From an optimization exercise on the open Yosys and OpenROAD flow, aimed at small area, a short achievable clock period and few clock cycles per item; shortcuts taken in it are not production practice.
RTL that was checked went through simulation tests only; none was proved equivalent to the original.
For run 9, only the layout was checked, not whether the RTL still works.
Power and IR drop assume default switching activity.

==> flow/design.v <==
module mdc (clk, rst_n, start, A, B, out, done);
input clk, rst_n, start;
input [7:0] A, B;
output [7:0] out;
output done;
reg       busy;
reg [6:0] ah, bh;    
reg [2:0] k;
function [2:0] ctz8;
    input [7:0] v;
    begin
        casez (v)
            8'b???????1: ctz8 = 3'd0;
            8'b??????10: ctz8 = 3'd1;
            8'b?????100: ctz8 = 3'd2;
            8'b????1000: ctz8 = 3'd3;
            8'b???10000: ctz8 = 3'd4;
            8'b??100000: ctz8 = 3'd5;
            8'b?1000000: ctz8 = 3'd6;
            default:     ctz8 = 3'd7;
        endcase
    end
endfunction
function [6:0] oddh8;
    input [7:0] v;
    begin
        casez (v)
            8'b???????1: oddh8 = v[7:1];
            8'b??????10: oddh8 = {1'b0, v[7:2]};
            8'b?????100: oddh8 = {2'b0, v[7:3]};
            8'b????1000: oddh8 = {3'b0, v[7:4]};
            8'b???10000: oddh8 = {4'b0, v[7:5]};
            8'b??100000: oddh8 = {5'b0, v[7:6]};
            8'b?1000000: oddh8 = {6'b0, v[7]};
            default:     oddh8 = 7'd0;
        endcase
    end
endfunction
wire [7:0] d  = {1'b0, ah} - {1'b0, bh};
wire       lt = d[7];
wire [6:0] m  = d[7:1] ^ {7{lt}};
reg  [6:0] vh;
always @* begin
    casez (ah ^ bh)
        7'b??????1: vh = m;
        7'b?????10: vh = {1'b0, m[6:1]};
        7'b????100: vh = {2'b0, m[6:2]};
        7'b???1000: vh = {3'b0, m[6:3]};
        7'b??10000: vh = {4'b0, m[6:4]};
        7'b?100000: vh = {5'b0, m[6:5]};
        default:    vh = {6'b0, m[6]};
    endcase
end
wire       fin = (ah == bh) | (ah == 7'd0);
assign done = busy & fin;
assign out  = {ah, 1'b1} << k;
always @(posedge clk or negedge rst_n) begin
    if (!rst_n)
        busy <= 1'b0;
    else
        busy <= start | (busy & ~fin);
end
always @(posedge clk) begin
    if (start) begin
        bh <= oddh8(B);
        ah <= (oddh8(B) == 7'd0) ? 7'd0 : oddh8(A);
        k  <= ctz8(A | B);
    end else begin
        bh <= lt ? ah : bh;
        ah <= vh;
    end
end
endmodule
==> flow/flow/run.sh <==
#!/bin/bash
# The standard layout (standard.sh) with two changes:
#  - the port buffers are plain buf_1 cells;
#  - synthesis maps the logic with the ABC script in flow/abc.script instead of
#    ORFS's speed script. Everything else in synthesis (synth_recipe.tcl) is kept.
# Each tool's output goes to the ORFS logs; make's own output goes to standard.log.
set -euo pipefail
W=$(pwd)
export BUFFER_PORTS_ARGS="-buffer_cell sky130_fd_sc_hd__buf_1"
export SKIP_LAST_GASP=1
export MY_ABC_SCRIPT="$W/flow/abc.script"
{ sed -n 1p synth_recipe.tcl; cat flow/abc_override.tcl; sed -n '2,$p' synth_recipe.tcl; } > synth_own.tcl
sed "s#SYNTH_SCRIPT=[^ ]*#SYNTH_SCRIPT=$W/synth_own.tcl#" standard.sh > standard_own.sh
bash standard_own.sh > standard.log 2>&1
==> flow/flow/abc.script <==
strash
&get -n
&dch -f
&nf -R 1000
&put
strash
&get -n
&dch -f
&nf -R 1000
&put
strash
&get -n
&dch -f
&nf -R 1000
&put
mfs3 -a
topo
stime -c
==> flow/flow/abc_override.tcl <==
# Run ABC with the script in MY_ABC_SCRIPT in place of the one ORFS chose.
proc abc {args} {
  set i [lsearch -exact $args -script]
  if { $i >= 0 } {
    set args [lreplace $args [expr {$i + 1}] [expr {$i + 1}] $::env(MY_ABC_SCRIPT)]
  }
  yosys abc {*}$args
}
==> flow/standard.sh <==
#!/bin/bash
# synth_recipe.tcl (not shown) runs the flow's synth.tcl, then flattens the netlist and writes it again
# the make line also repeats each setting of config.mk as NAME=value (left out here)
make -C /OpenROAD-flow-scripts/flow DESIGN_CONFIG=/design/flow/config.mk WORK_HOME=/design/flow/orfs CLKGATE_MAP_FILE= SYNTH_SCRIPT=/design/flow/synth_recipe.tcl "${@:-finish}"
==> flow/config.mk <==
export PLATFORM = sky130hd
export DESIGN_NAME = mdc
export DESIGN_NICKNAME = mdc
export VERILOG_FILES = /design/flow/design.v
export SDC_FILE = /design/flow/constraint.sdc
export NUM_CORES = 4
export LEC_CHECK = 0
export CAP_MARGIN = 20
export CORE_MARGIN = 2
export CORE_UTILIZATION = 40
export CTS_BUF_LIST = sky130_fd_sc_hd__clkbuf_4
export SETUP_SLACK_MARGIN = 1.4
export SLEW_MARGIN = 20
export TNS_END_PERCENT = 0
==> flow/constraint.sdc <==
create_clock -name core_clock -period 4.0 [get_ports {clk}]
set_input_delay 0.8000 -clock core_clock [delete_from_list [all_inputs] [get_ports {clk}]]
set_output_delay 0.8000 -clock core_clock [all_outputs]
set_load 0.01 [all_outputs]
==> flow_metrics.tcl, run 1 <==
set metrics [dict create \
    vdd.ir_drop.worst_mv 0.405 \
    r2r_start "bh[2]" \
    p_sw_share_pct 49.1 \
    postSynthCellCount 220 \
    route.met3.wl_um 201 \
    power_frac_seq_pct 17.7 \
    wl_met1_um 2240 \
    start_util_pct 41.5 \
    synthMostInstantiatedCell "nand2_1" \
    holdWs_ns 0.251 \
    clock_latency_ns 0.29 \
    synth_common_cells "nand2_1, nor2_1, a21oi_1, o21ai_0, nor3_1" \
    layout_min_cycle_time_ns 2.55 \
    final_area_sq_um 2110 \
    hold_viol_final 0 \
    pre_cts_ws_ns 1.17 \
    area_growth_pct 26.9 \
    hpwl_um 3430 \
    synth_top_area_cell "edfxtp_1" \
    fmax_ghz 0.391 \
    cts_sinks 18 \
    ios 28 \
    grt_usage_pct 21.2 \
    top_layer "met4" \
    seq_area_frac_synth_pct 28.1 \
    die_x_um 68.4 \
    p_leak_nw 0.774 \
    reg2regPathDepth 12 \
    r2r_slack_ns 1.52 \
    antenna_found_initial 0 \
    numCtsBuffers 3 \
    critPathMaxFanout 3 \
    synth-main-ff-cell "edfxtp_1" \
    die_area_sq_um 4680 \
    criticalPathCategory "register to output pin" \
    n_antenna_cell 0 \
    routed_wl_um 4780 \
    max_slew_margin_pct 62.2 \
    drive_gt1_share_pct 16.7 \
    ant_nets 0 \
    yosysTopAreaCellShare_pct 18.1 \
    setup_slack_ns 1.45 \
    rsz0062_at_grt "yes" \
    via_per_inst 5.86 \
    power.density_nw_per_um2 968 \
    utilization_pct 52.6 \
    cts_tree "built" \
    die_y_um 68.4 \
    yosys_warnings 1 \
    drc_errors 0 \
    drt_iter0_drc 95 \
    setup_viol 0 \
    rows 23 \
    core-area_sq_um 4000 \
    clock_path_buffers 2 \
    grt_pass1_vias 1598 \
    cts_root_buffer "clkbuf_4" \
    gp_congestion 0.866 \
    critPathArrivalTime_ns 1.75 \
    syn_nets 247 \
    syn_area_per_cell_sq_um 7.54 \
    crit_path_start_kind "register" \
    wl_per_cell_um 15.3 \
    required_ns 3.20 \
    dr.pass1.iters 5 \
    pwr-share-comb_pct 77.8 \
    ys_seq_elements 18 \
    power_frac_clock_pct 4.4 \
    placed_cells 298 \
    worstPathCellList "clkinv_2 -> ha_4 -> nand4_1 -> nand2b_4 -> nor2_2 -> a21oi_2 -> nor2b_1 -> buf_2" \
    hp-class "input port to async pin" \
    synth_area_sq_um 1660 \
    fin_nets 291 \
    tightest_slew_ns 0.562 \
    synthTopCellsByArea "edfxtp_1, dfxtp_1, nand2_1" \
    grt_max_degree 27 \
    async_flop_share_pct 5.56 \
    r2r-end "ah[1]" \
    worst_setup_path_end_kind "output pin" \
    internal_power_mw 1.04 \
    finalCritPeriodShare_pct 63.9 \
    grt_overflow_total 0 \
    dr_total_vias 1835 \
    h-tree-depth 1 \
    grt_pass1_wl_um 7540 \
    status "no timing/DRC/antenna violations" \
    p_switching_mw 1.00 \
    finalClockSkew_ns 0.00342 \
    synth_cell_types 38 \
    cts_hold_buf 0 \
    place_area_sq_um 1830 \
    max_stage_delay_ns 0.36 \
    report.final.slew_viol_count 0 \
    synth_edf_count 10 \
    fin_tns_setup_ns 0 \
    slowest_stage "edfxtp_1" \
    clk_pin_slew_worst_paths_ns 0.10 \
    met2_length_um 2310 \
    finalNonFillerCells 313 \
    total_power_mw 2.04 \
    numPortBuffers 27 \
    maxCapViolCount 0 \
]
## power groups by stage
stage / clock [mW] / sequential [mW] / combinational (mW)
detailed placement: 0 / 0.351 / 1.13
floorplan: 0 / 0.326 / 0.883
global route: 0.102 / 0.370 / 1.71
finish: 0.0906 / 0.362 / 1.59
global placement: 0 / 0.351 / 1.14
CTS: 0.0947 / 0.360 / 1.26
## layout make-up
| cell class | instances | area [sq um] |
|---|---|---|
| clock buffers | 3 | 22.5 |
| clock inverters | 1 | 3.75 |
| fillers | 394 | 1890 |
| inverters | 12 | 46.3 |
| multi-input cells | 190 | 1300 |
| flip-flops and latches | 18 | 473 |
| well taps | 50 | 62.6 |
| repair buffers | 39 | 194 |
## metal layers
layer	vias to the layer above	track usage (%)
met5	-	0
met1	845	28.7
met2	56	35.6
met4	0	6.00
met3	5	1.97
li1	929	-
## sequential cells by signal (all words and copies together) (netlist names)
name	count
bh	7
busy	1
ah	7
k	3
## worst max path at each step
stage | startpoint | endpoint | slack, ns | cells after the start
final | bh[1] | done | 1.45 | 8
after global routing | ah[0] | ah[0] | 1.32 | 12
after CTS | ah[1] | done | 1.38 | 7
after detailed placement | bh[2] | ah[0] | 1.17 | 11
after global placement | B[0] | ah[5] | 1.17 | 11
after floorplan | bh[2] | ah[0] | 1.54 | 11
## logic make-up (layout without fill, tap and decap cells)
kind of cell	after synthesis	count (layout)	synth area share, %
and+or+nand+nor	99	99	27.8
AOI/OAI and AO/OA	70	70	28.0
DFF	18	18	28.1
buffers and inverters	12	55	2.71
xor gates and xnor gates	11	11	5.81
adders and majority gates	8	8	6.49
muxes	2	2	1.21
## worst max-delay path: cells and delay by family (launching register included)
kind	cells	cell delay (ns)
and+or+nand+nor	4	0.55
DFF	1	0.36
adders and majority gates	1	0.28
buffers and inverters	2	0.23
AOI/OAI and AO/OA	1	0.05
## cells in the final DEF (no fill, tap or decap), types with 3 or more instances in the layout
cell / synthesis / routed
o32ai_1: 4 / 4
clkbuf_4: 0 / 3
buf_4: 0 / 12
nor2_1: 19 / 18
a21o_1: 3 / 3
dfxtp_1: 7 / 3
edfxtp_1: 10 / 10
ha_4: 0 / 4
o21ai_0: 17 / 15
nand3_1: 13 / 13
nor3_1: 16 / 15
clkinv_1: 12 / 9
nor4_1: 5 / 4
xnor2_2: 0 / 4
o211ai_1: 3 / 3
buf_1: 0 / 25
inv_2: 0 / 3
nor2b_1: 7 / 7
xnor2_1: 8 / 4
o22ai_1: 4 / 4
and3_1: 4 / 4
dfxtp_2: 0 / 3
nand2_1: 30 / 30
a21oi_1: 17 / 14
a222oi_1: 5 / 5
## repair_timing
item | 4_1_cts | 5_1_grt
endpoints found under the setup margin | 6 | 14
resized for setup | 15 | 21
pin swaps | 1 | 8
buffers inserted | 1 | 10
Testbench counts, summed over its fixed seeds: cycles 9,100, items 2,400.
==> run 2: changes to the inputs <==
--- a/flow/flow/run.sh
+++ b/flow/flow/run.sh
@@ -7,6 +7,8 @@
 set -euo pipefail
 W=$(pwd)
 export BUFFER_PORTS_ARGS="-buffer_cell sky130_fd_sc_hd__buf_1"
+export SETUP_MOVE_SEQUENCE=sizeup,swap,buffer
+export SKIP_GATE_CLONING=1
 export SKIP_LAST_GASP=1
 export MY_ABC_SCRIPT="$W/flow/abc.script"
 { sed -n 1p synth_recipe.tcl; cat flow/abc_override.tcl; sed -n '2,$p' synth_recipe.tcl; } > synth_own.tcl
==> flow_metrics.tcl, run 2 <==
set metrics [dict create \
    status "no timing/DRC/antenna violations" \
    die_x_um 68.4 \
    critPathArrivalTime_ns 1.75 \
    fmax_ghz 0.391 \
    report.final.slew_viol_count 0 \
    yosys_warnings 1 \
    synth_cell_types 38 \
    routed_wl_um 4780 \
    power.density_nw_per_um2 968 \
    grt_overflow_total 0 \
    hp-class "input port to async pin" \
    place_area_sq_um 1830 \
    cts_tree "built" \
    r2r_start "bh[2]" \
    drt_iter0_drc 95 \
    maxCapViolCount 0 \
    n_antenna_cell 0 \
    synth_common_cells "nand2_1, nor2_1, a21oi_1, o21ai_0, nor3_1" \
    grt_pass1_wl_um 7540 \
    reg2regPathDepth 12 \
    tightest_slew_ns 0.562 \
    vdd.ir_drop.worst_mv 0.405 \
    finalCritPeriodShare_pct 63.9 \
    hpwl_um 3430 \
    synthTopCellsByArea "edfxtp_1, dfxtp_1, nand2_1" \
    internal_power_mw 1.04 \
    rsz0062_at_grt "yes" \
    dr_total_vias 1835 \
    seq_area_frac_synth_pct 28.1 \
    p_switching_mw 1.00 \
    power_frac_clock_pct 4.4 \
    p_leak_nw 0.774 \
    multiInputGateArea_sq_um 1300 \
    numCtsBuffers 3 \
    hold_viol_final 0 \
    start_util_pct 41.5 \
    h-tree-depth 1 \
    die_y_um 68.4 \
    final_area_sq_um 2110 \
    critPathMaxFanout 3 \
    fin_nets 291 \
    postSynthCellCount 220 \
    gp_congestion 0.866 \
    drc_errors 0 \
    fillCellCount 394 \
    finalClockSkew_ns 0.00342 \
    cts_hold_buf 0 \
    grt_usage_pct 21.2 \
    synth-main-ff-cell "edfxtp_1" \
    regArea_sq_um 473 \
    layout_min_cycle_time_ns 2.55 \
    cts_root_buffer "clkbuf_4" \
    top_regs "ah (7), bh (7), k (3)" \
    synth_edf_count 10 \
    die_area_sq_um 4680 \
    max_slew_margin_pct 62.2 \
    required_ns 3.20 \
    final_common_cell "nand2_1" \
    grt_pass1_vias 1598 \
    power_frac_seq_pct 17.7 \
    ys_seq_elements 18 \
    final_cell_mix "nand2_1, buf_1, nor2_1" \
    synthMostInstantiatedCell "nand2_1" \
    area_growth_pct 26.9 \
    via_per_inst 5.86 \
    fin_tns_setup_ns 0 \
    rows 23 \
    clk_pin_slew_worst_paths_ns 0.10 \
    numPortBuffers 27 \
    syn_area_per_cell_sq_um 7.54 \
    core-area_sq_um 4000 \
    ios 28 \
    p_sw_share_pct 49.1 \
    grt_max_degree 27 \
    clock_latency_ns 0.29 \
    worst_setup_path_end_kind "output pin" \
    pwr-share-comb_pct 77.8 \
    crit_path_start_kind "register" \
    async_flop_share_pct 5.56 \
    drive_gt1_share_pct 16.7 \
    cts_sinks 18 \
    r2r_slack_ns 1.52 \
    antenna_found_initial 0 \
    dr.pass1.iters 5 \
    r2r-end "ah[1]" \
    clock_path_buffers 2 \
    synth_area_sq_um 1660 \
    wl_per_cell_um 15.3 \
    syn_nets 247 \
    criticalPathCategory "register to output pin" \
    synth_top_area_cell "edfxtp_1" \
    ant_nets 0 \
    yosysTopAreaCellShare_pct 18.1 \
    setup_viol 0 \
]
## run 2: metrics by stage
| stage | utilization [%] | power [mW] | worst slack, ns | hold WS (ns) | instances |
|---|---|---|---|---|---|
| final | 52.6 | 2.04 | 1.45 | 0.251 | 313 |
| after global routing | 52.6 | 2.18 | 1.32 | 0.240 | 313 |
| after CTS | 48.7 | 1.72 | 1.38 | 0.244 | 303 |
| after detailed placement | 45.9 | 1.48 | 1.17 | 0.458 | 298 |
| after global placement | 45.9 | 1.49 | 1.17 | 0.452 | 298 |
| after floorplan | - | 1.21 | 1.54 | 0.441 | 220 |
## run 2: critical path, cell delays in order (launching register included)
cell and delay, ns:
edfxtp_1 0.36, clkinv_2 0.09, ha_4 0.28, nand4_1 0.15, nand2b_4 0.19, nor2_2 0.10
a21oi_2 0.05, nor2b_1 0.11, buf_2 0.14
## run 2: how the worst max path moves through the flow
stage / startpoint / endpoint / slack (ns) / cells after the start
floorplan: bh[2] / ah[0] / 1.54 / 11
finish: bh[1] / done / 1.45 / 8
global route: ah[0] / ah[0] / 1.32 / 12
CTS: ah[1] / done / 1.38 / 7
detailed placement: bh[2] / ah[0] / 1.17 / 11
global placement: B[0] / ah[5] / 1.17 / 11
## run 2: kinds of logic after synthesis
group                    synth area share, %
adder cells (fa/ha/maj)                 6.49
AND/OR/NAND/NOR                         27.8
XOR/XNOR                                5.81
flip-flops                              28.1
AO/OA/AOI/OAI                           28.0
multiplexers                            1.21
buffers and inverters                   2.71
## run 2: power groups by stage
stage          sequential, mW  combinational [mW]  clock [mW]
2_1_floorplan           0.326               0.883           0
3_3_place_gp            0.351                1.14           0
5_1_grt                 0.370                1.71       0.102
6_report                0.362                1.59      0.0906
3_5_place_dp            0.351                1.13           0
4_1_cts                 0.360                1.26      0.0947
## run 2: per-layer routing
| layer | up-vias | track usage, % | wire length (um) |
|---|---|---|---|
| met5 | - | 0 | 0 |
| met1 | 845 | 28.7 | 2240 |
| li1 | 929 | - | - |
| met2 | 56 | 35.6 | 2310 |
| met4 | 0 | 6.00 | 34 |
| met3 | 5 | 1.97 | 201 |
## run 2: cell type report
type,count,area share [%]
Clock buffer,3,1.07
Clock inverter,1,0.178
Inverter,12,2.20
Multi-Input combinational cell,190,61.9
Sequential cell,18,22.5
Tap cell,50,2.97
Timing Repair Buffer,39,9.21
## run 2: repair_timing
item                       in CTS  in global routing
pin swaps                       1                  8
setup endpoints to repair       6                 14
setup buffers                   1                 10
gates resized for setup        15                 21
==> run 3: changes to the inputs <==
--- a/flow/flow/run.sh
+++ b/flow/flow/run.sh
@@ -7,7 +7,7 @@
 set -euo pipefail
 W=$(pwd)
 export BUFFER_PORTS_ARGS="-buffer_cell sky130_fd_sc_hd__buf_1"
-export SETUP_MOVE_SEQUENCE=sizeup,swap,buffer
+export SETUP_MOVE_SEQUENCE=sizeup,swap
 export SKIP_GATE_CLONING=1
 export SKIP_LAST_GASP=1
 export MY_ABC_SCRIPT="$W/flow/abc.script"
--- a/flow/config.mk
+++ b/flow/config.mk
@@ -9,6 +9,7 @@
 export CORE_MARGIN = 2
 export CORE_UTILIZATION = 40
 export CTS_BUF_LIST = sky130_fd_sc_hd__clkbuf_4
+export GPL_TIMING_DRIVEN = 1
 export SETUP_SLACK_MARGIN = 1.4
 export SLEW_MARGIN = 20
 export TNS_END_PERCENT = 0
==> flow_metrics.tcl, run 3 <==
set metrics [dict create \
    status "no timing/DRC/antenna violations" \
    via_per_inst 5.91 \
    core-area_sq_um 4000 \
    top_layer "met4" \
    seq_area_frac_synth_pct 28.1 \
    cts_root_buffer "clkbuf_4" \
    tightest_slew_ns 0.559 \
    grt_usage_pct 21.1 \
    dr_total_vias 1785 \
    wl_met1_um 2070 \
    async_flop_share_pct 5.56 \
    dr.pass1.iters 4 \
    worstPathCellList "ha_4 -> nand4_1 -> nand2b_4 -> nor2_4 -> a21oi_2 -> nor2b_1 -> buf_2" \
    critPathArrivalTime_ns 1.79 \
    grt_max_degree 27 \
    postSynthCellCount 220 \
    h-tree-depth 1 \
    met2_length_um 2180 \
    criticalPathCategory "register to output pin" \
    n_antenna_cell 0 \
    total_power_mw 1.83 \
    drive_gt1_share_pct 11.1 \
    synth-main-ff-cell "edfxtp_1" \
    synth_top_area_cell "edfxtp_1" \
    grt_overflow_total 0 \
    yosysTopAreaCellShare_pct 18.1 \
    fmax_ghz 0.386 \
    worst_setup_path_end_kind "output pin" \
    cts_sinks 18 \
    syn_nets 247 \
    clock_path_buffers 2 \
    area_growth_pct 20.1 \
    r2r_slack_ns 1.48 \
    r2r_start "bh[2]" \
    drt_iter0_drc 86 \
    drc_errors 0 \
    numPortBuffers 27 \
    final_common_cell "nand2_1" \
    clk_pin_slew_worst_paths_ns 0.10 \
    max_slew_margin_pct 62.4 \
    die_x_um 68.4 \
    reg2regPathDepth 11 \
    finalClockSkew_ns 0.00484 \
    gp_congestion 0.866 \
    hold_viol_final 0 \
    fin_nets 280 \
    path_buf_inv 1 \
    crit_path_start_kind "register" \
    die_area_sq_um 4680 \
    start_util_pct 41.5 \
    regArea_sq_um 473 \
    finalNonFillerCells 302 \
    route.met3.wl_um 250 \
    synth_edf_count 10 \
    rsz0062_at_grt "yes" \
    holdWs_ns 0.250 \
    required_ns 3.20 \
    top_regs "ah (7), bh (7), k (3)" \
    power.density_nw_per_um2 917 \
    multiInputGateArea_sq_um 1270 \
    critPathMaxFanout 10 \
    hp-class "input port to async pin" \
    yosys_warnings 1 \
    p_leak_nw 0.709 \
    rows 23 \
    final_cell_mix "nand2_1, buf_1, nor2_1" \
    setup_viol 0 \
    grt_pass1_vias 1600 \
    synth_area_sq_um 1660 \
    synthTopCellsByArea "edfxtp_1, dfxtp_1, nand2_1" \
    hpwl_um 3430 \
    wl_per_cell_um 15.1 \
    synth_common_cells "nand2_1, nor2_1, a21oi_1, o21ai_0, nor3_1" \
    ys_seq_elements 18 \
    vdd.ir_drop.worst_mv 0.392 \
    ant_nets 0 \
    antenna_found_initial 0 \
    r2r-end "ah[0]" \
    fin_tns_setup_ns 0 \
    synthMostInstantiatedCell "nand2_1" \
    clock_latency_ns 0.29 \
    setup_slack_ns 1.41 \
    report.final.slew_viol_count 0 \
    finalCritPeriodShare_pct 64.8 \
    pre_cts_ws_ns 1.17 \
    placed_cells 298 \
    routed_wl_um 4550 \
    cts_hold_buf 0 \
    ios 28 \
    syn_area_per_cell_sq_um 7.54 \
    slowest_stage "edfxtp_1" \
    cts_tree "built" \
    fillCellCount 403 \
    grt_pass1_wl_um 7470 \
    maxCapViolCount 0 \
    critPathTopFamily "simple AND/OR/NAND/NOR gates" \
    die_y_um 68.4 \
    synth_cell_types 38 \
    numCtsBuffers 3 \
    layout_min_cycle_time_ns 2.59 \
    max_stage_delay_ns 0.43 \
    cts_setup_buffers 0 \
]
==> run 3: cell counts after synthesis <==
No cell type changed its count.
==> run 3: power breakdown <==
group,internal [mW],switching [mW],leakage [nW],total (mW)
sequential,0.285,0.0789,0.171,0.364
combinational,0.583,0.788,0.523,1.37
clock,0.0363,0.0554,0.0154,0.0917
==> run 3: stage by stage <==
stage	instance area [sq um]	utilization, %
after floorplan	1660	-
final	1990	49.8
after global placement	1830	45.9
after global routing	1990	49.8
after detailed placement	1830	45.9
after CTS	1950	48.7
==> run 3: how the worst max path moves through the flow <==
stage / startpoint / endpoint / depth (start not counted)
2_1_floorplan: bh[2] / ah[0] / 11
3_3_place_gp: B[0] / ah[5] / 11
3_5_place_dp: bh[2] / ah[0] / 11
4_1_cts: bh[0] / done / 7
5_1_grt: bh[0] / done / 7
6_report: bh[0] / done / 7
==> run 3: final cells by class <==
class / instances / share of cell area [%]
multi-input combinational: 190 / 63.9
clock inverter: 1 / 0.188
clock buffer: 3 / 1.13
tap: 50 / 3.14
sequential: 18 / 23.7
inverter: 12 / 2.32
timing repair buffer: 28 / 5.59
==> run 3: what timing repair did <==
action	CTS	global route
gates cloned	0	0
pin swaps	2	7
endpoints found under the setup margin	6	14
gates resized for setup	17	15
==> run 3: cell families (layout without fill, tap and decap cells) <==
logic type	count (synthesis)	after routing	synth area share, %
AO/OA/AOI/OAI	70	70	28.0
XOR/XNOR	11	11	5.81
adder cells (fa/ha/maj)	8	8	6.49
buffers and inverters	12	44	2.71
flip-flops	18	18	28.1
multiplexers	2	2	1.21
AND/OR/NAND/NOR	99	99	27.8
==> run 3: routing by layer <==
layer	global-route usage (%)	up-vias
met4	6.25	0
met1	28.5	819
met3	2.14	7
met2	35.2	54
li1	-	905
met5	0	-
==> run 3: worst reg2reg max path, stage by stage (launching register included) <==
cell      delay [ns]
edfxtp_1        0.38
inv_2           0.08
ha_4            0.23
a21oi_1         0.14
o21ai_1         0.11
a21o_1          0.20
a21oi_2         0.25
o21ai_4         0.18
xnor2_1         0.36
nor3_1          0.10
nor4_1          0.28
o21ai_0         0.10
==> run 4: changes to the inputs <==
==> flow/flow/abc.script (replaced) <==
strash
&get -n
&dch -f
&nf -R 1000
&put
strash
&get -n
&dch -f
&nf -R 1000
&put
topo
stime -c
--- a/flow/config.mk
+++ b/flow/config.mk
@@ -9,7 +9,6 @@
 export CORE_MARGIN = 2
 export CORE_UTILIZATION = 40
 export CTS_BUF_LIST = sky130_fd_sc_hd__clkbuf_4
-export GPL_TIMING_DRIVEN = 1
 export SETUP_SLACK_MARGIN = 1.4
 export SLEW_MARGIN = 20
 export TNS_END_PERCENT = 0
==> flow_metrics.tcl, run 4 <==
set metrics [dict create \
    status "no timing/DRC/antenna violations" \
    antenna_found_initial 0 \
    postSynthCellCount 213 \
    gp_congestion 0.899 \
    setup_viol 0 \
    syn_nets 240 \
    synth-main-ff-cell "edfxtp_1" \
    cts_tree "built" \
    via_per_inst 5.95 \
    yosysTopAreaCellShare_pct 18.1 \
    p_leak_nw 0.703 \
    cts_sinks 18 \
    fillCellCount 399 \
    final_area_sq_um 2000 \
    reg2regPathDepth 12 \
    total_power_mw 1.87 \
    critPathMaxFanout 10 \
    synthTopCellsByArea "edfxtp_1, dfxtp_1, nand2_1" \
    grt_overflow_total 0 \
    critPathTopFamily "compound AO/OA/AOI/OAI gates" \
    worst_setup_path_end_kind "register" \
    crit_end "ah[0]" \
    dr.pass1.iters 5 \
    numCtsBuffers 3 \
    top_regs "ah (7), bh (7), k (3)" \
    worstPathCellList "inv_2 -> ha_4 -> a21oi_2 -> o21ai_2 -> nand3_2 -> a21oi_2 -> a211oi_4 -> xnor2_1 -> inv_2 -> o32ai_2 -> nor4_1 -> o22ai_1" \
    regArea_sq_um 469 \
    grt_max_degree 26 \
    rows 23 \
    grt_pass1_vias 1498 \
    rsz0062_at_grt "yes" \
    final_cell_mix "nand2_1, buf_1, nor2_1" \
    vdd.ir_drop.worst_mv 0.345 \
    r2r_slack_ns 1.38 \
    numPortBuffers 27 \
    power.density_nw_per_um2 935 \
    synth_top_area_cell "edfxtp_1" \
    hold_viol_final 0 \
    path_buf_inv 2 \
    multiInputGateArea_sq_um 1290 \
    yosys_warnings 1 \
    ant_nets 0 \
    slowest_stage "a211oi_4" \
    tightest_slew_ns 0.735 \
    hp-class "input port to async pin" \
    cts_hold_buf 0 \
    synth_cell_types 40 \
    die_y_um 68.4 \
    start_util_pct 41.5 \
    synth_edf_count 10 \
    synth_common_cells "nand2_1, nor2_1, a21oi_1" \
    fin_nets 273 \
    hpwl_um 3210 \
    clock_path_buffers 2 \
    layout_min_cycle_time_ns 2.62 \
    path_depth 12 \
    drc_errors 0 \
    report.final.slew_viol_count 0 \
    r2r-end "ah[0]" \
    crit_start "bh[2]" \
    drive_gt1_share_pct 13.5 \
    max_slew_margin_pct 50.3 \
    fin_tns_setup_ns 0 \
    r2r_start "bh[2]" \
    dr_total_vias 1756 \
    criticalPathCategory "register to register" \
    finalCritPeriodShare_pct 65.6 \
    async_flop_share_pct 5.56 \
    syn_area_per_cell_sq_um 7.79 \
    area_growth_pct 20.7 \
    grt_usage_pct 19.7 \
    synth_area_sq_um 1660 \
    synthMostInstantiatedCell "nand2_1" \
    core-area_sq_um 4000 \
    max_stage_delay_ns 0.59 \
    critPathArrivalTime_ns 2.79 \
    cts_setup_buffers 0 \
    clk_pin_slew_worst_paths_ns 0.10 \
    clock_latency_ns 0.29 \
    die_x_um 68.4 \
    seq_area_frac_synth_pct 28.1 \
    ios 28 \
    wl_per_cell_um 14.9 \
    drt_iter0_drc 128 \
    n_antenna_cell 0 \
    die_area_sq_um 4680 \
    cts_root_buffer "clkbuf_4" \
    grt_pass1_wl_um 7070 \
    h-tree-depth 1 \
    required_ns 4.16 \
    fmax_ghz 0.381 \
    crit_path_start_kind "register" \
    place_area_sq_um 1840 \
    placed_cells 291 \
    finalClockSkew_ns 0.0115 \
    finalNonFillerCells 295 \
    ys_seq_elements 18 \
    maxCapViolCount 0 \
    routed_wl_um 4400 \
]
run 4: changes by cell type after synthesis, moves of 3 or more:
| cell | before | now |
|---|---|---|
| nand2_1 | 30 | 25 |
| nand3_1 | 13 | 10 |
| o21ai_0 | 17 | 11 |
| o22ai_1 | 4 | 9 |
run 4: kinds of logic (layout without fill, tap and decap cells):
family / Yosys count / count (layout) / synth area share (%)
AOI/OAI and AO/OA: 66 / 66 / 26.8
xor gates and xnor gates: 11 / 11 / 5.81
adders and majority gates: 8 / 8 / 6.49
buffers and inverters: 10 / 42 / 2.26
DFF: 18 / 18 / 28.1
muxes: 5 / 5 / 3.17
and+or+nand+nor: 95 / 95 / 27.4
run 4: per-layer routing:
metal  part of all wire [%]  GRT usage, %  up-vias  wire length (um)
met2                     47          31.4       55              2070
met4                   0.66          5.25        0                29
li1                       -             -      890                 -
met3                    5.2          1.15        4               230
met5                      0             0        -                 0
met1                     47          28.8      807              2070
run 4: area by class of cell:
class | count | area share, %
clock buffer | 3 | 1.12
clock inverter | 1 | 0.187
inverter | 10 | 2.00
multi-input combinational | 185 | 64.6
sequential | 18 | 23.4
tap | 50 | 3.12
timing repair buffer | 28 | 5.56
run 4: worst min path at each step:
stage / end / slack (ns) / depth (start not counted)
6_report: busy / 0.24 / 1
5_1_grt: busy / 0.23 / 1
4_1_cts: busy / 0.25 / 1
3_5_place_dp: busy / 0.46 / 1
3_3_place_gp: busy / 0.45 / 1
2_1_floorplan: busy / 0.44 / 1
run 4: worst reg2reg max path, stage by stage, from the launching register on:
cell	delay [ns]
edfxtp_1	0.39
inv_2	0.08
ha_4	0.24
a21oi_2	0.18
o21ai_2	0.10
nand3_2	0.10
a21oi_2	0.07
a211oi_4	0.59
xnor2_1	0.18
inv_2	0.12
o32ai_2	0.08
nor4_1	0.28
o22ai_1	0.10
run 4: repair_timing:
item,CTS,global route
pin swaps,6,7
resized for setup,24,9
endpoints found under the setup margin,15,21
run 4: report_power, final:
part | switching, mW | leakage (nW) | internal [mW]
registers | 0.0807 | 0.171 | 0.280
logic | 0.804 | 0.517 | 0.620
clock network | 0.0523 | 0.0154 | 0.0363
total | 0.936 | 0.703 | 0.936
run 4: through the flow:
| step | hold WS [ns] | setup WS, ns | utilization (%) |
|---|---|---|---|
| after floorplan | 0.441 | 1.45 | - |
| after global placement | 0.453 | 0.983 | 45.9 |
| after detailed placement | 0.459 | 1.06 | 45.9 |
| after CTS | 0.246 | 1.38 | 49.5 |
| after global routing | 0.232 | 1.24 | 50.1 |
| final | 0.244 | 1.38 | 50.1 |
==> run 5: changes to the inputs <==
==> flow/flow/abc.script (replaced) <==
strash
&get -n
&dch -f
&nf -R 1000
&put
strash
&get -n
&dch -f
&nf -R 1000
&put
strash
&get -n
&dch -f
&nf -R 1000
&put
mfs3 -a
topo
stime -c
--- a/flow/config.mk
+++ b/flow/config.mk
@@ -7,7 +7,7 @@
 export LEC_CHECK = 0
 export CAP_MARGIN = 20
 export CORE_MARGIN = 2
-export CORE_UTILIZATION = 40
+export CORE_UTILIZATION = 30
 export CTS_BUF_LIST = sky130_fd_sc_hd__clkbuf_4
 export SETUP_SLACK_MARGIN = 1.4
 export SLEW_MARGIN = 20
==> flow_metrics.tcl, run 5 <==
set metrics [dict create \
    status "no timing/DRC/antenna violations" \
    synth_compound_area_share_pct 28.0 \
    die_x_um 78.4 \
    hp-class "input port to async pin" \
    ant_nets 0 \
    yosys_warnings 1 \
    numCtsBuffers 3 \
    yosysTopAreaCellShare_pct 18.1 \
    synthMostInstantiatedCell "nand2_1" \
    vdd.ir_drop.worst_mv 0.381 \
    synthSimpleGateAreaFrac_pct 27.8 \
    routed_wl_um 4530 \
    finalClockSkew_ns 0.00971 \
    internal_power_mw 0.910 \
    synth-main-ff-cell "edfxtp_1" \
    fmax_ghz 0.380 \
    p_sw_share_pct 50.2 \
    grt_pass1_vias 1571 \
    syn_nets 247 \
    wl_per_cell_um 14.0 \
    cts_root_buffer "clkbuf_4" \
    die_y_um 78.4 \
    required_ns 3.20 \
    synthXorXnorAreaFrac_pct 5.81 \
    fin_tns_setup_ns 0 \
    layout_min_cycle_time_ns 2.63 \
    setup_viol 0 \
    numPortBuffers 27 \
    clk_pin_slew_worst_paths_ns 0.10 \
    async_flop_share_pct 5.56 \
    synthAdderAreaFrac_pct 6.49 \
    ys_seq_elements 18 \
    final_area_sq_um 2020 \
    tightest_slew_ns 0.981 \
    grt_overflow_total 0 \
    clock_path_buffers 2 \
    rsz0062_at_grt "yes" \
    critPathMaxFanout 10 \
    cts_setup_buffers 0 \
    grt_max_degree 27 \
    dr.pass1.iters 6 \
    drive_gt1_share_pct 11.2 \
    drt_iter0_drc 144 \
    seq_area_frac_synth_pct 28.1 \
    crit_path_start_kind "register" \
    synth_top_area_cell "edfxtp_1" \
    h-tree-depth 1 \
    postSynthCellCount 220 \
    grt_pass1_wl_um 7560 \
    synth_edf_count 10 \
    antenna_found_initial 0 \
    cts_sinks 18 \
    hpwl_um 3350 \
    place_area_sq_um 1850 \
    finalCritPeriodShare_pct 65.9 \
    via_per_inst 5.58 \
    area_growth_pct 21.5 \
    power_frac_clock_pct 5.0 \
    final_common_cell "nand2_1" \
    grt_usage_pct 15.1 \
    worst_setup_path_end_kind "output pin" \
    final_cell_mix "nand2_1, buf_1, nor2_1" \
    critPathArrivalTime_ns 1.83 \
    power_frac_seq_pct 20.2 \
    start_util_pct 30.5 \
    reg2regPathDepth 10 \
    top_regs "ah (7), bh (7), k (3)" \
    fin_nets 279 \
    clock_latency_ns 0.30 \
    max_slew_margin_pct 34.6 \
    hold_viol_final 0 \
    die_area_sq_um 6140 \
    criticalPathCategory "register to output pin" \
    ios 28 \
    dr_total_vias 1801 \
    p_leak_nw 0.708 \
    maxCapViolCount 0 \
    power.density_nw_per_um2 905 \
    rows 27 \
    synth_cell_types 38 \
    pwr-share-comb_pct 74.8 \
    syn_area_per_cell_sq_um 7.54 \
    synthMuxAreaShare_pct 1.21 \
    cts_tree "built" \
    cts_hold_buf 0 \
    synth_common_cells "nand2_1, nor2_1, a21oi_1, o21ai_0, nor3_1" \
    synth_area_sq_um 1660 \
    p_switching_mw 0.916 \
    report.final.slew_viol_count 0 \
    synth_top_family_by_area "compound AO/OA/AOI/OAI gates" \
    drc_errors 0 \
    synthTopCellsByArea "edfxtp_1, dfxtp_1, nand2_1" \
    core-area_sq_um 5440 \
    gp_congestion 0.911 \
    n_antenna_cell 0 \
]
==> run 5: logic make-up (layout without fill, tap and decap cells) <==
logic type      Yosys count  after routing
compound gates           70             70
xor+xnor                 11             11
fa+ha+maj                 8              8
buf+inv                  12             43
flops                    18             18
mux                       2              2
simple gates             99             99
==> run 5: path summary, 6_finish.rpt <==
path                         end  slack [ns]  startpoint
min in group core_clock     busy        0.48        busy
hold / removal              busy        0.24       rst_n
max in group asynchronous   busy        3.66       rst_n
setup reg to reg           ah[2]        1.44       ah[2]
hold reg to reg             busy        0.48        busy
setup / recovery            done        1.37       bh[0]
==> run 5: layer usage <==
layer  wire (um)  track usage, %  up-vias
li1            -               -      908
met1        2190            21.7      836
met2        2100            24.3       53
met3         205            1.38        4
met4          42            3.68        0
met5           0               0        -
==> run 5: repair_timing <==
| action | in CTS | in global routing |
|---|---|---|
| resized for setup | 25 | 7 |
| pin swaps | 6 | 6 |
| setup endpoints to repair | 6 | 12 |
==> run 5: worst max-delay path: stages (launching register included) <==
cell,delay (ns)
edfxtp_1,0.43
ha_4,0.35
nand4_1,0.16
nand2b_4,0.19
nor2_4,0.10
a21oi_2,0.06
nor2b_1,0.12
buf_2,0.14
==> run 5: power groups by stage <==
stage	Sequential (mW)	Combinational, mW	Clock [mW]
after detailed placement	0.355	1.11	0
final	0.369	1.36	0.0914
after global placement	0.352	1.12	0
after global routing	0.381	1.48	0.100
after floorplan	0.326	0.883	0
after CTS	0.369	1.32	0.0966
==> run 5: final cells by class <==
class | instances | area (sq um)
Tap cell | 72 | 90.1
Clock inverter | 1 | 3.75
Inverter | 12 | 48.8
Fill cell | 564 | 3420
Sequential cell | 18 | 472
Multi-Input combinational cell | 190 | 1270
Clock buffer | 3 | 22.5
Timing Repair Buffer | 27 | 104
==> run 5: stage by stage <==
stage | hold WS [ns] | utilization (%) | worst slack [ns] | instances | power (mW)
floorplan | 0.441 | - | 1.54 | 220 | 1.21
global placement | 0.454 | 34.1 | 1.15 | 319 | 1.47
detailed placement | 0.458 | 34.1 | 1.15 | 319 | 1.46
CTS | 0.231 | 36.8 | 1.39 | 323 | 1.79
global route | 0.226 | 37.1 | 1.28 | 323 | 1.96
finish | 0.242 | 37.1 | 1.37 | 323 | 1.83
==> run 6: changes to the inputs <==
--- a/flow/config.mk
+++ b/flow/config.mk
@@ -7,7 +7,7 @@
 export LEC_CHECK = 0
 export CAP_MARGIN = 20
 export CORE_MARGIN = 2
-export CORE_UTILIZATION = 30
+export CORE_UTILIZATION = 40
 export CTS_BUF_LIST = sky130_fd_sc_hd__clkbuf_4
 export SETUP_SLACK_MARGIN = 1.4
 export SLEW_MARGIN = 20
==> flow_metrics.tcl, run 6 <==
set metrics [dict create \
    status "no timing/DRC/antenna violations" \
    finalClockSkew_ns 0.00484 \
    cts_sinks 18 \
    criticalPathCategory "register to output pin" \
    cts_root_buffer "clkbuf_4" \
    ant_nets 0 \
    critPathMaxFanout 10 \
    drc_errors 0 \
    die_y_um 68.4 \
    max_stage_delay_ns 0.43 \
    final_area_sq_um 1990 \
    grt_pass1_wl_um 7470 \
    rsz0062_at_grt "yes" \
    rows 23 \
    final_common_cell "nand2_1" \
    crit_path_start_kind "register" \
    top_regs "ah (7), bh (7), k (3)" \
    ios 28 \
    drt_iter0_drc 86 \
    report.final.slew_viol_count 0 \
    required_ns 3.20 \
    fin_tns_setup_ns 0 \
    p_leak_nw 0.709 \
    synthMostInstantiatedCell "nand2_1" \
    layout_min_cycle_time_ns 2.59 \
    start_util_pct 41.5 \
    synth_common_cells "nand2_1, nor2_1, a21oi_1, o21ai_0, nor3_1" \
    synthTopCellsByArea "edfxtp_1, dfxtp_1, nand2_1" \
    worstPathCellList "ha_4 -> nand4_1 -> nand2b_4 -> nor2_4 -> a21oi_2 -> nor2b_1 -> buf_2" \
    syn_area_per_cell_sq_um 7.54 \
    synth_top_family_by_area "compound AO/OA/AOI/OAI gates" \
    numPortBuffers 27 \
    h-tree-depth 1 \
    grt_pass1_vias 1600 \
    grt_max_degree 27 \
    r2r-end "ah[0]" \
    core-area_sq_um 4000 \
    dr.pass1.iters 4 \
    gp_congestion 0.866 \
    setup_viol 0 \
    clock_path_buffers 2 \
    final_cell_mix "nand2_1, buf_1, nor2_1" \
    dr_total_vias 1785 \
    finalCritPeriodShare_pct 64.8 \
    worst_setup_path_end_kind "output pin" \
    reg2regPathDepth 11 \
    hold_viol_final 0 \
    seq_area_frac_synth_pct 28.1 \
    fillCellCount 403 \
    antenna_found_initial 0 \
    r2r_start "bh[2]" \
    fin_nets 280 \
    synthSimpleGateAreaFrac_pct 27.8 \
    yosys_warnings 1 \
    critPathArrivalTime_ns 1.79 \
    cts_setup_buffers 0 \
    crit_start "bh[0]" \
    grt_usage_pct 21.1 \
    synthMuxAreaShare_pct 1.21 \
    pre_cts_ws_ns 1.17 \
    postSynthCellCount 220 \
    hpwl_um 3430 \
    setup_slack_ns 1.41 \
    power.density_nw_per_um2 917 \
    routed_wl_um 4550 \
    synth_area_sq_um 1660 \
    clock_latency_ns 0.29 \
    wl_per_cell_um 15.1 \
    finalNonFillerCells 302 \
    async_flop_share_pct 5.56 \
    synth_compound_area_share_pct 28.0 \
    ys_seq_elements 18 \
    drive_gt1_share_pct 11.1 \
    cts_tree "built" \
    synth_cell_types 38 \
    placed_cells 298 \
    numCtsBuffers 3 \
    slowest_stage "edfxtp_1" \
    hp-class "input port to async pin" \
    tightest_slew_ns 0.559 \
    maxCapViolCount 0 \
    syn_nets 247 \
    synth-main-ff-cell "edfxtp_1" \
    die_x_um 68.4 \
    n_antenna_cell 0 \
    synth_edf_count 10 \
    fmax_ghz 0.386 \
    synth_top_area_cell "edfxtp_1" \
    synthXorXnorAreaFrac_pct 5.81 \
    cts_hold_buf 0 \
    vdd.ir_drop.worst_mv 0.392 \
    yosysTopAreaCellShare_pct 18.1 \
    place_area_sq_um 1830 \
    via_per_inst 5.91 \
    grt_overflow_total 0 \
    die_area_sq_um 4680 \
    clk_pin_slew_worst_paths_ns 0.10 \
    r2r_slack_ns 1.48 \
    synthAdderAreaFrac_pct 6.49 \
    area_growth_pct 20.1 \
    max_slew_margin_pct 62.4 \
    holdWs_ns 0.250 \
]
## run 6: area by class of cell
type / count / area (sq um) / share of cell area [%]
sequential: 18 / 473 / 23.7
inverter: 12 / 46.3 / 2.32
tap: 50 / 62.6 / 3.14
clock buffer: 3 / 22.5 / 1.13
timing repair buffer: 28 / 111 / 5.59
multi-input combinational: 190 / 1270 / 63.9
clock inverter: 1 / 3.75 / 0.188
## run 6: timing repair
item	CTS	global route
gates resized for setup	17	15
setup endpoints to repair	6	14
pin swaps	2	7
## run 6: worst max-delay path, delay by kind of cell, from the launching register on
kind                     cells  cell delay, ns
AO/OA/AOI/OAI                1            0.05
flip-flops                   1            0.43
AND/OR/NAND/NOR              4            0.52
adder cells (fa/ha/maj)      1            0.36
buffers and inverters        1            0.14
## run 6: power by group
| part | total (mW) | switching, mW | leakage (nW) | internal [mW] |
|---|---|---|---|---|
| logic | 1.37 | 0.788 | 0.523 | 0.583 |
| clock network | 0.0917 | 0.0554 | 0.0154 | 0.0363 |
| registers | 0.364 | 0.0789 | 0.171 | 0.285 |
| total | 1.83 | 0.922 | 0.709 | 0.904 |
## run 6: cell families after synthesis
kind of cell    Yosys count
xor+xnor                 11
fa+ha+maj                 8
compound gates           70
flops                    18
simple gates             99
mux                       2
buf+inv                  12
## run 6: metal layers
| layer | vias up | GRT usage (%) | wire, um |
|---|---|---|---|
| li1 | 905 | - | - |
| met1 | 819 | 28.5 | 2070 |
| met2 | 54 | 35.2 | 2180 |
| met3 | 7 | 2.14 | 250 |
| met4 | 0 | 6.25 | 56 |
| met5 | - | 0 | 0 |
## run 6: metrics by stage
stage               util, %  power (mW)
floorplan                 -        1.21
global placement       45.9        1.49
detailed placement     45.9        1.48
CTS                    48.7        1.71
global route           49.8        1.97
finish                 49.8        1.83
## run 6: worst max-delay path by stage
stage / endpoint / slack, ns
after floorplan: ah[0] / 1.54
after global placement: ah[5] / 1.17
after detailed placement: ah[0] / 1.17
after CTS: done / 1.37
after global routing: done / 1.29
final: done / 1.41
==> run 7: changes to the inputs <==
--- a/flow/flow/run.sh
+++ b/flow/flow/run.sh
@@ -10,6 +10,7 @@
 export SETUP_MOVE_SEQUENCE=sizeup,swap
 export SKIP_GATE_CLONING=1
 export SKIP_LAST_GASP=1
+export CTS_ARGS="-root_buf sky130_fd_sc_hd__clkbuf_16 -buf_list sky130_fd_sc_hd__clkbuf_16 -sink_clustering_enable -sink_clustering_size 50 -sink_clustering_max_diameter 500"
 export MY_ABC_SCRIPT="$W/flow/abc.script"
 { sed -n 1p synth_recipe.tcl; cat flow/abc_override.tcl; sed -n '2,$p' synth_recipe.tcl; } > synth_own.tcl
 sed "s#SYNTH_SCRIPT=[^ ]*#SYNTH_SCRIPT=$W/synth_own.tcl#" standard.sh > standard_own.sh
==> flow_metrics.tcl, run 7 <==
set metrics [dict create \
    fin_nets 280 \
    synth-main-ff-cell "edfxtp_1" \
    pre_cts_ws_ns 1.17 \
    numCtsBuffers 3 \
    hp-class "input port to async pin" \
    synthTopCellsByArea "edfxtp_1, dfxtp_1, nand2_1" \
    required_ns 3.20 \
    finalNonFillerCells 302 \
    dr_total_vias 1804 \
    synth_area_sq_um 1660 \
    async_flop_share_pct 5.56 \
    grt_max_degree 27 \
    area_growth_pct 26.5 \
    rsz0062_at_grt "yes" \
    worstPathCellList "ha_4 -> nand4_1 -> nand2b_4 -> nor2_2 -> a21oi_2 -> nor2b_1 -> buf_2" \
    setup_viol 0 \
    holdWs_ns 0.304 \
    die_area_sq_um 4680 \
    grt_usage_pct 21.1 \
    cts_setup_buffers 0 \
    final_cell_mix "nand2_1, buf_1, nor2_1" \
    drive_gt1_share_pct 13.9 \
    r2r-end "ah[0]" \
    ant_nets 0 \
    utilization_pct 52.5 \
    ys_seq_elements 18 \
    fin_tns_setup_ns 0 \
    slowest_stage "edfxtp_1" \
    numPortBuffers 27 \
    seq_area_frac_synth_pct 28.1 \
    grt_overflow_total 0 \
    start_util_pct 41.5 \
    final_common_cell "nand2_1" \
    grt_pass1_vias 1583 \
    n_antenna_cell 0 \
    antenna_found_initial 0 \
    report.final.slew_viol_count 0 \
    die_y_um 68.4 \
    vdd.ir_drop.worst_mv 0.437 \
    clock_latency_ns 0.25 \
    yosysTopAreaCellShare_pct 18.1 \
    synth_common_cells "nand2_1, nor2_1, a21oi_1, o21ai_0, nor3_1" \
    criticalPathCategory "register to output pin" \
    syn_nets 247 \
    wl_per_cell_um 15.0 \
    worst_setup_path_end_kind "output pin" \
    via_per_inst 5.97 \
    tightest_slew_ns 0.573 \
    crit_end "done" \
    hpwl_um 3430 \
    reg2regPathDepth 11 \
    critPathMaxFanout 10 \
    fmax_ghz 0.393 \
    cts_sinks 18 \
    drt_iter0_drc 73 \
    top_regs "ah (7), bh (7), k (3)" \
    die_x_um 68.4 \
    drc_errors 0 \
    status "no timing/DRC/antenna violations" \
    clk_pin_slew_worst_paths_ns 0.05 \
    placed_cells 298 \
    crit_start "bh[0]" \
    p_leak_nw 0.759 \
    r2r_slack_ns 1.48 \
    fillCellCount 392 \
    r2r_start "bh[1]" \
    gp_congestion 0.866 \
    finalCritPeriodShare_pct 63.6 \
    grt_pass1_wl_um 7510 \
    max_slew_margin_pct 61.5 \
    ios 28 \
    h-tree-depth 1 \
    yosys_warnings 1 \
    maxCapViolCount 0 \
    cts_root_buffer "clkbuf_16" \
    synth_top_area_cell "edfxtp_1" \
    critPathArrivalTime_ns 1.74 \
    clock_path_buffers 2 \
    hold_viol_final 0 \
    setup_slack_ns 1.46 \
    dr.pass1.iters 6 \
    core-area_sq_um 4000 \
    power.density_nw_per_um2 998 \
    syn_area_per_cell_sq_um 7.54 \
    finalClockSkew_ns 0.000851 \
    crit_path_start_kind "register" \
    cts_hold_buf 0 \
    layout_min_cycle_time_ns 2.54 \
    max_stage_delay_ns 0.42 \
    cts_tree "built" \
    synth_cell_types 38 \
    rows 23 \
    synth_edf_count 10 \
    routed_wl_um 4540 \
    synthMostInstantiatedCell "nand2_1" \
    postSynthCellCount 220 \
]
-- run 7: cell types whose count changed in the layout (fill, tap and decap cells not counted), sizes merged --
| cell | previous run | this run |
|---|---|---|
| inv | 3 | 4 |
| clkinv | 10 | 9 |
-- run 7: final cells by class --
class                      instances  area (sq um)  area share, %
sequential                        18           470           22.4
clock buffer                       3          75.1           3.58
tap                               50          62.6           2.98
multi-input combinational        190          1330           63.3
inverter                          12          47.5           2.26
clock inverter                     1          3.75          0.179
timing repair buffer              28           111           5.30
-- run 7: layer usage --
metal	wire, um	up-vias	global-route usage, %
li1	-	905	-
met1	2140	823	28.6
met2	2110	67	35.1
met3	216	9	2.14
met4	78	0	6.75
met5	0	-	0
-- run 7: worst max-delay path, delay by kind of cell (launching register included) --
kind | cells | cell delay (ns)
flip-flops | 1 | 0.42
AO/OA/AOI/OAI | 1 | 0.05
buffers and inverters | 1 | 0.14
AND/OR/NAND/NOR | 4 | 0.53
adder cells (fa/ha/maj) | 1 | 0.35
-- run 7: cells by family (layout without fill, tap and decap cells) --
| family | after synthesis | in the layout | share of synthesized area, % |
|---|---|---|---|
| AO/OA/AOI/OAI | 70 | 70 | 28.0 |
| XOR/XNOR | 11 | 11 | 5.81 |
| adder cells (fa/ha/maj) | 8 | 8 | 6.49 |
| buffers and inverters | 12 | 44 | 2.71 |
| flip-flops | 18 | 18 | 28.1 |
| multiplexers | 2 | 2 | 1.21 |
| AND/OR/NAND/NOR | 99 | 99 | 27.8 |
-- run 7: worst min-delay path by stage --
| stage | end | slack, ns |
|---|---|---|
| 6_report | busy | 0.30 |
| 5_1_grt | busy | 0.31 |
| 4_1_cts | busy | 0.31 |
| 3_5_place_dp | busy | 0.46 |
| 3_3_place_gp | busy | 0.45 |
| 2_1_floorplan | busy | 0.44 |
-- run 7: what timing repair did --
item,in CTS,in global routing
gates cloned,0,0
setup endpoints to repair,6,9
resized for setup,14,27
pin swaps,2,11
-- run 7: where the power goes --
group          switching (mW)  total, mW  leakage (nW)  internal, mW
logic                   0.851       1.53         0.550         0.680
clock network          0.0651      0.198        0.0385         0.133
registers              0.0814      0.365         0.171         0.284
-- run 7: stage by stage --
stage	cell area, sq um	power [mW]
6_report	2100	2.09
5_1_grt	2100	2.23
4_1_cts	1980	1.81
3_5_place_dp	1830	1.48
3_3_place_gp	1830	1.49
2_1_floorplan	1660	1.21
==> run 8: changes to the inputs <==
--- a/flow/design.v
+++ b/flow/design.v
@@ -51,7 +51,7 @@
         default:    vh = {6'b0, m[6]};
     endcase
 end
-wire       fin = (ah == bh) | (ah == 7'd0);
+wire       fin = ~|((ah & ~bh) | (~ah & bh)) | ~|ah;
 assign done = busy & fin;
 assign out  = {ah, 1'b1} << k;
 always @(posedge clk or negedge rst_n) begin
--- a/flow/flow/run.sh
+++ b/flow/flow/run.sh
@@ -10,7 +10,6 @@
 export SETUP_MOVE_SEQUENCE=sizeup,swap
 export SKIP_GATE_CLONING=1
 export SKIP_LAST_GASP=1
-export CTS_ARGS="-root_buf sky130_fd_sc_hd__clkbuf_16 -buf_list sky130_fd_sc_hd__clkbuf_16 -sink_clustering_enable -sink_clustering_size 50 -sink_clustering_max_diameter 500"
 export MY_ABC_SCRIPT="$W/flow/abc.script"
 { sed -n 1p synth_recipe.tcl; cat flow/abc_override.tcl; sed -n '2,$p' synth_recipe.tcl; } > synth_own.tcl
 sed "s#SYNTH_SCRIPT=[^ ]*#SYNTH_SCRIPT=$W/synth_own.tcl#" standard.sh > standard_own.sh
==> flow/flow/abc.script (replaced) <==
strash
&get -n
&dch
&nf -R 1000
&put
topo
stime -c
==> flow_metrics.tcl, run 8 <==
set metrics [dict create \
    status "no timing/DRC/antenna violations" \
    finalCritPeriodShare_pct 63.9 \
    clock_latency_ns 0.30 \
    die_area_sq_um 4720 \
    max_stage_delay_ns 0.43 \
    h-tree-depth 1 \
    cts_setup_buffers 0 \
    die_x_um 68.7 \
    cts_tree "built" \
    met2_usage_pct 32.2 \
    synthTopCellsByArea "edfxtp_1, dfxtp_1, nor2_1" \
    slowest_stage "edfxtp_1" \
    finalClockSkew_ns 0.0139 \
    pwr-share-comb_pct 73.7 \
    busiest_layer "met2" \
    grtUsageMet3_pct 1.95 \
    report.final.slew_viol_count 0 \
    max_slew_margin_pct 65.0 \
    p_sw_share_pct 49.8 \
    drc_errors 0 \
    setup_viol 0 \
    worstPathCellList "ha_4 -> nand4_1 -> inv_2 -> nand2_2 -> nor2_4 -> o21a_1 -> buf_2" \
    synth_common_cells "nor2_1, nand2_1, a21oi_1" \
    maxCapViolCount 0 \
    fin_tns_setup_ns 0 \
    power_frac_seq_pct 20.9 \
    hold_viol_final 0 \
    hpwl_um 3380 \
    placed_cells 298 \
    grt_overflow_total 0 \
    wl_per_cell_um 15.1 \
    numPortBuffers 27 \
    rsz0062_at_grt "yes" \
    internal_power_mw 0.861 \
    cts_sinks 18 \
    grt_pass1_vias 1487 \
    crit_path_start_kind "register" \
    seq_area_frac_synth_pct 27.8 \
    gp_congestion 0.838 \
    rows 23 \
    postSynthCellCount 219 \
    clk_pin_slew_worst_paths_ns 0.11 \
    synth_edf_count 10 \
    antenna_found_initial 0 \
    routed_wl_um 4570 \
    criticalPathCategory "register to output pin" \
    critPathTopFamily "flip-flops" \
    core-area_sq_um 4030 \
    synthMostInstantiatedCell "nor2_1" \
    finalNonFillerCells 302 \
    p_switching_mw 0.855 \
    power_frac_clock_pct 5.5 \
    yosys_warnings 1 \
    power.density_nw_per_um2 860 \
    final_cell_mix "nor2_1, buf_1, nand2_1" \
    ios 28 \
    fmax_ghz 0.391 \
    drt_iter0_drc 153 \
    critPathMaxFanout 10 \
    async_flop_share_pct 5.56 \
    fillCellCount 428 \
    ys_seq_elements 18 \
    ant_nets 0 \
    yosysTopAreaCellShare_pct 17.9 \
    path_buf_inv 2 \
    cts_root_buffer "clkbuf_4" \
    die_y_um 68.7 \
    use_met1_pct 27.6 \
    multiInputGateArea_sq_um 1270 \
    clock_path_buffers 2 \
    fin_nets 280 \
    syn_nets 246 \
    syn_area_per_cell_sq_um 7.65 \
    hp-class "input port to async pin" \
    worst_setup_path_end_kind "output pin" \
    synth-main-ff-cell "edfxtp_1" \
    grt_pass1_wl_um 6960 \
    required_ns 3.20 \
    critPathArrivalTime_ns 1.75 \
    tightest_slew_ns 0.518 \
    area_growth_pct 19.1 \
    synth_cell_types 45 \
    grt_max_degree 25 \
    dr_total_vias 1775 \
    grt_usage_pct 19.3 \
    n_antenna_cell 0 \
    setup_slack_ns 1.45 \
    holdWs_ns 0.236 \
    top_regs "ah (7), bh (7), k (3)" \
    p_leak_nw 0.702 \
    numCtsBuffers 3 \
    pre_cts_ws_ns 1.04 \
    regArea_sq_um 468 \
    via_per_inst 5.88 \
    final_common_cell "nor2_1" \
    synth_top_area_cell "edfxtp_1" \
    drive_gt1_share_pct 10.3 \
    vdd.ir_drop.worst_mv 0.279 \
    dr.pass1.iters 6 \
    synth_area_sq_um 1680 \
    start_util_pct 41.6 \
    layout_min_cycle_time_ns 2.55 \
]
==> run 8: area by class of cell <==
cell class | count | share of cell area (%)
multi-input combinational | 189 | 63.8
sequential | 18 | 23.4
timing repair buffer | 29 | 5.96
tap | 50 | 3.13
inverter | 12 | 2.38
clock buffer | 3 | 1.13
clock inverter | 1 | 0.188
==> run 8: worst reg2reg max path, cell delays in order (launching register included) <==
cell and delay, ns:
dfxtp_2 0.36, inv_4 0.07, ha_4 0.13, clkinv_1 0.07, fa_1 0.41, nand3_1 0.10, nand2_1 0.10, nand3_1 0.10
nand2_1 0.09, xor2_2 0.17, xnor2_2 0.19, or3_1 0.37, o31ai_1 0.08, nor3_1 0.09, o21ai_1 0.11
==> run 8: metal layers <==
metal / vias to the layer above / routed length (um) / part of all wire (%)
met5: - / 0 / 0
met4: 0 / 26 / 0.57
met3: 2 / 246 / 5.4
met2: 60 / 2180 / 48
met1: 807 / 2120 / 46
li1: 906 / - / -
==> run 8: cell families after synthesis <==
family	after synthesis	synth area share [%]
AO/OA/AOI/OAI	74	28.9
XOR/XNOR	11	5.75
adder cells (fa/ha/maj)	8	6.42
buffers and inverters	12	2.69
flip-flops	18	27.8
multiplexers	3	1.87
AND/OR/NAND/NOR	93	26.6
==> run 8: what timing repair did <==
item / in CTS / in global routing
hold buffers: 0 / 0
endpoints found under the setup margin: 3 / 8
gates resized for setup: 13 / 15
pin swaps: 2 / 6
==> run 8: power groups by stage <==
stage | Combinational, mW | Sequential [mW] | Clock (mW)
2_1_floorplan | 0.863 | 0.321 | 0
3_3_place_gp | 1.09 | 0.343 | 0
3_5_place_dp | 1.08 | 0.345 | 0
4_1_cts | 1.17 | 0.355 | 0.0963
5_1_grt | 1.40 | 0.366 | 0.104
6_report | 1.26 | 0.358 | 0.0936
==> run 8: stage by stage <==
stage	utilization (%)	total power [mW]	area [sq um]
CTS	48.6	1.62	1960
global placement	46.2	1.44	1860
global route	49.5	1.87	2000
finish	49.5	1.72	2000
detailed placement	46.2	1.42	1860
floorplan	-	1.18	1680
==> run 8: final timing paths <==
kind	start	depth (start not counted)	slack, ns	endpoint
setup / recovery	bh[0]	7	1.45	done
max in group asynchronous	rst_n	1	3.67	busy
hold reg to reg	busy	2	0.54	busy
hold / removal	rst_n	1	0.24	busy
setup reg to reg	ah[0]	14	1.49	ah[0]
min in group core_clock	busy	2	0.54	busy
Testbench counts of run 8, summed over its fixed seeds: cycles 9,100, items 2,400.
==> run 9: changes to the inputs <==
--- a/flow/design.v
+++ b/flow/design.v
@@ -41,7 +41,7 @@
 wire [6:0] m  = d[7:1] ^ {7{lt}};
 reg  [6:0] vh;
 always @* begin
-    casez (ah ^ bh)
+    casez ((ah & ~bh) | (~ah & bh))
         7'b??????1: vh = m;
         7'b?????10: vh = {1'b0, m[6:1]};
         7'b????100: vh = {2'b0, m[6:2]};
==> flow/flow/abc.script (replaced) <==
strash
&get -n
&dch -f
&nf -R 1000
&put
strash
&get -n
&dch -f
&nf -R 1000
&put
strash
&get -n
&dch -f
&nf -R 1000
&put
mfs3 -a
topo
stime -c
==> flow_metrics.tcl, run 9 <==
set metrics [dict create \
    synthTopCellsByArea "edfxtp_1, dfxtp_1, nand2_1" \
    synth_common_cells "nand2_1, o21ai_0, a21oi_1, nor2_1" \
    die_y_um 68.8 \
    slowest_stage "edfxtp_1" \
    grt_max_degree 17 \
    wl_per_cell_um 15.2 \
    multiInputGateArea_sq_um 1350 \
    h-tree-depth 1 \
    report.final.slew_viol_count 0 \
    power.density_nw_per_um2 967 \
    vdd.ir_drop.worst_mv 0.321 \
    holdWs_ns 0.242 \
    fmax_ghz 0.388 \
    cts_setup_buffers 0 \
    regArea_sq_um 470 \
    hpwl_um 3290 \
    drc_errors 0 \
    finalCritPeriodShare_pct 64.4 \
    grt_usage_pct 20.0 \
    maxCapViolCount 0 \
    core-area_sq_um 4030 \
    cts_sinks 18 \
    n_antenna_cell 0 \
    area_growth_pct 23.5 \
    setup_slack_ns 1.42 \
    hold_viol_final 0 \
    critPathArrivalTime_ns 1.78 \
    reg2regPathDepth 10 \
    clock_latency_ns 0.29 \
    ant_nets 0 \
    die_x_um 68.8 \
    yosys_warnings 1 \
    criticalPathCategory "register to output pin" \
    gp_congestion 0.869 \
    routed_wl_um 4510 \
    numPortBuffers 27 \
    utilization_pct 51.4 \
    top_regs "ah (7), bh (7), k (3)" \
    worst_setup_path_end_kind "output pin" \
    fillCellCount 423 \
    rows 23 \
    ios 28 \
    max_stage_delay_ns 0.43 \
    hp-class "input port to async pin" \
    r2r_start "bh[1]" \
    r2r-end "ah[3]" \
    finalClockSkew_ns 0.00987 \
    grt_pass1_vias 1490 \
    clk_pin_slew_worst_paths_ns 0.11 \
    cts_root_buffer "clkbuf_4" \
    async_flop_share_pct 5.56 \
    synth_area_sq_um 1680 \
    crit_end "done" \
    postSynthCellCount 214 \
    seq_area_frac_synth_pct 27.7 \
    synth-main-ff-cell "edfxtp_1" \
    die_area_sq_um 4730 \
    fin_tns_setup_ns 0 \
    rsz0062_at_grt "yes" \
    crit_path_start_kind "register" \
    max_slew_margin_pct 53.9 \
    grt_overflow_total 0 \
    ys_seq_elements 18 \
    p_leak_nw 0.709 \
    final_common_cell "buf_1" \
    yosysTopAreaCellShare_pct 17.9 \
    synth_top_area_cell "edfxtp_1" \
    syn_nets 241 \
    crit_start "bh[0]" \
    r2r_slack_ns 1.48 \
    fin_nets 274 \
    synth_edf_count 10 \
    required_ns 3.20 \
    place_area_sq_um 1850 \
    synth_cell_types 43 \
    final_area_sq_um 2070 \
    worstPathCellList "ha_4 -> nand2_4 -> nor2_4 -> nand2_2 -> o21ai_2 -> and2_1 -> buf_2" \
    cts_tree "built" \
    antenna_found_initial 0 \
    setup_viol 0 \
    dr_total_vias 1726 \
    final_cell_mix "buf_1, nand2_1, a21oi_1" \
    start_util_pct 41.6 \
    critPathMaxFanout 8 \
    cts_hold_buf 0 \
    pre_cts_ws_ns 1.04 \
    status "no timing/DRC/antenna violations" \
    layout_min_cycle_time_ns 2.58 \
    tightest_slew_ns 0.682 \
    dr.pass1.iters 4 \
    drive_gt1_share_pct 15.4 \
    grt_pass1_wl_um 7150 \
    synthMostInstantiatedCell "nand2_1" \
    clock_path_buffers 2 \
    drt_iter0_drc 193 \
    numCtsBuffers 3 \
    via_per_inst 5.83 \
    syn_area_per_cell_sq_um 7.84 \
]
run 9: worst min-delay path by stage:
stage | from | endpoint | slack (ns) | cells after the start
5_1_grt | rst_n | busy | 0.25 | 1
4_1_cts | rst_n | busy | 0.24 | 1
6_report | rst_n | busy | 0.24 | 1
3_3_place_gp | busy | busy | 0.51 | 2
3_5_place_dp | busy | busy | 0.51 | 2
2_1_floorplan | busy | busy | 0.49 | 2
run 9: cell type report:
cell class                 count  share of cell area [%]
multi-input combinational    183                    64.9
tap                           50                    3.02
sequential                    18                    22.7
clock buffer                   4                    1.45
inverter                      13                    2.54
timing repair buffer          28                    5.37
run 9: logic make-up (layout without fill, tap and decap cells):
logic type                 Yosys count  after routing  synth area share, %
and+or+nand+nor                     87             87                 25.2
AOI/OAI and AO/OA                   72             72                 28.9
DFF                                 18             18                 27.7
buffers and inverters               13             45                 2.91
xor gates and xnor gates            12             12                 6.26
adders and majority gates            8              8                 6.41
muxes                                4              4                 2.54
run 9: routing by layer:
metal  GRT usage (%)  wire [um]  vias up
met5               0          0        -
met1            28.8       2150      799
met3            1.30        183        2
met4            4.41         28        0
li1                -          -      883
met2            32.9       2150       42
run 9: per-stage QoR:
stage	cells	power (mW)
final	296	2.00
after CTS	296	1.70
after global placement	292	1.48
after global routing	296	2.16
after detailed placement	292	1.46
after floorplan	214	1.21
run 9: critical path, delay by kind of cell, from the launching register on:
family                     cells  cell delay [ns]
AOI/OAI and AO/OA              1             0.18
buffers and inverters          1             0.12
adders and majority gates      1             0.35
and+or+nand+nor                4             0.40
DFF                            1             0.43
run 9: timing repair:
item                                    4_1_cts  5_1_grt
resized for setup                            18       31
pin swaps                                     1       14
endpoints found under the setup margin        6       10
run 9: where the power goes:
group | leakage (nW) | switching [mW] | internal (mW)
clock network | 0.0184 | 0.0555 | 0.0455
logic | 0.519 | 0.852 | 0.689
registers | 0.172 | 0.0806 | 0.281
total | 0.709 | 0.988 | 1.02

[static timing again, ports no longer ideal]
How much do the figures lean on ideal ports? The routed layouts below were timed once more, with nothing changed but the port constraints.
Step 1 assumes that a clkbuf_16 drives the clock port and a buf_2 every other input.
Step 2 adds t to the input delays and takes it off the output delays; t is the mean of the earliest and latest rising clock arrival at the registers after step 1. Input paths then give back, and output paths get back, about the clock's delay inside the block.
a / b / c = no drivers / after step 1 / after step 2; a / b = the first two.
| run | shift t [ns] | slack for setup (ns) | clock arrival spread, ns | worst register clock-pin slew, ns |
|---|---|---|---|---|
| run 1 | 0.310 | 1.445 / 1.424 / 1.353 | 0.004 / 0.004 | 0.10 / 0.10 |
| run 2 | 0.310 | 1.445 / 1.424 / 1.353 | 0.004 / 0.004 | 0.10 / 0.10 |
| run 3 | 0.311 | 1.407 / 1.386 / 1.264 | 0.005 / 0.005 | 0.10 / 0.10 |
| run 4 | 0.305 | 1.375 / 1.371 / 1.144 | 0.012 / 0.012 | 0.10 / 0.10 |
| run 5 | 0.314 | 1.366 / 1.344 / 1.233 | 0.010 / 0.009 | 0.10 / 0.10 |
| run 6 | 0.311 | 1.407 / 1.386 / 1.264 | 0.005 / 0.005 | 0.10 / 0.10 |
| run 7 | 0.274 | 1.457 / 1.429 / 1.340 | 0.000 / 0.000 | 0.05 / 0.05 |
| run 8 | 0.311 | 1.445 / 1.424 / 1.250 | 0.014 / 0.014 | 0.11 / 0.11 |
| run 9 | 0.310 | 1.424 / 1.400 / 1.277 | 0.010 / 0.010 | 0.11 / 0.11 |
After both steps every run listed still meets setup and hold. The setup slack of run 4, which loses most, moves by -0.004 ns with the drivers and by -0.231 ns with both steps.
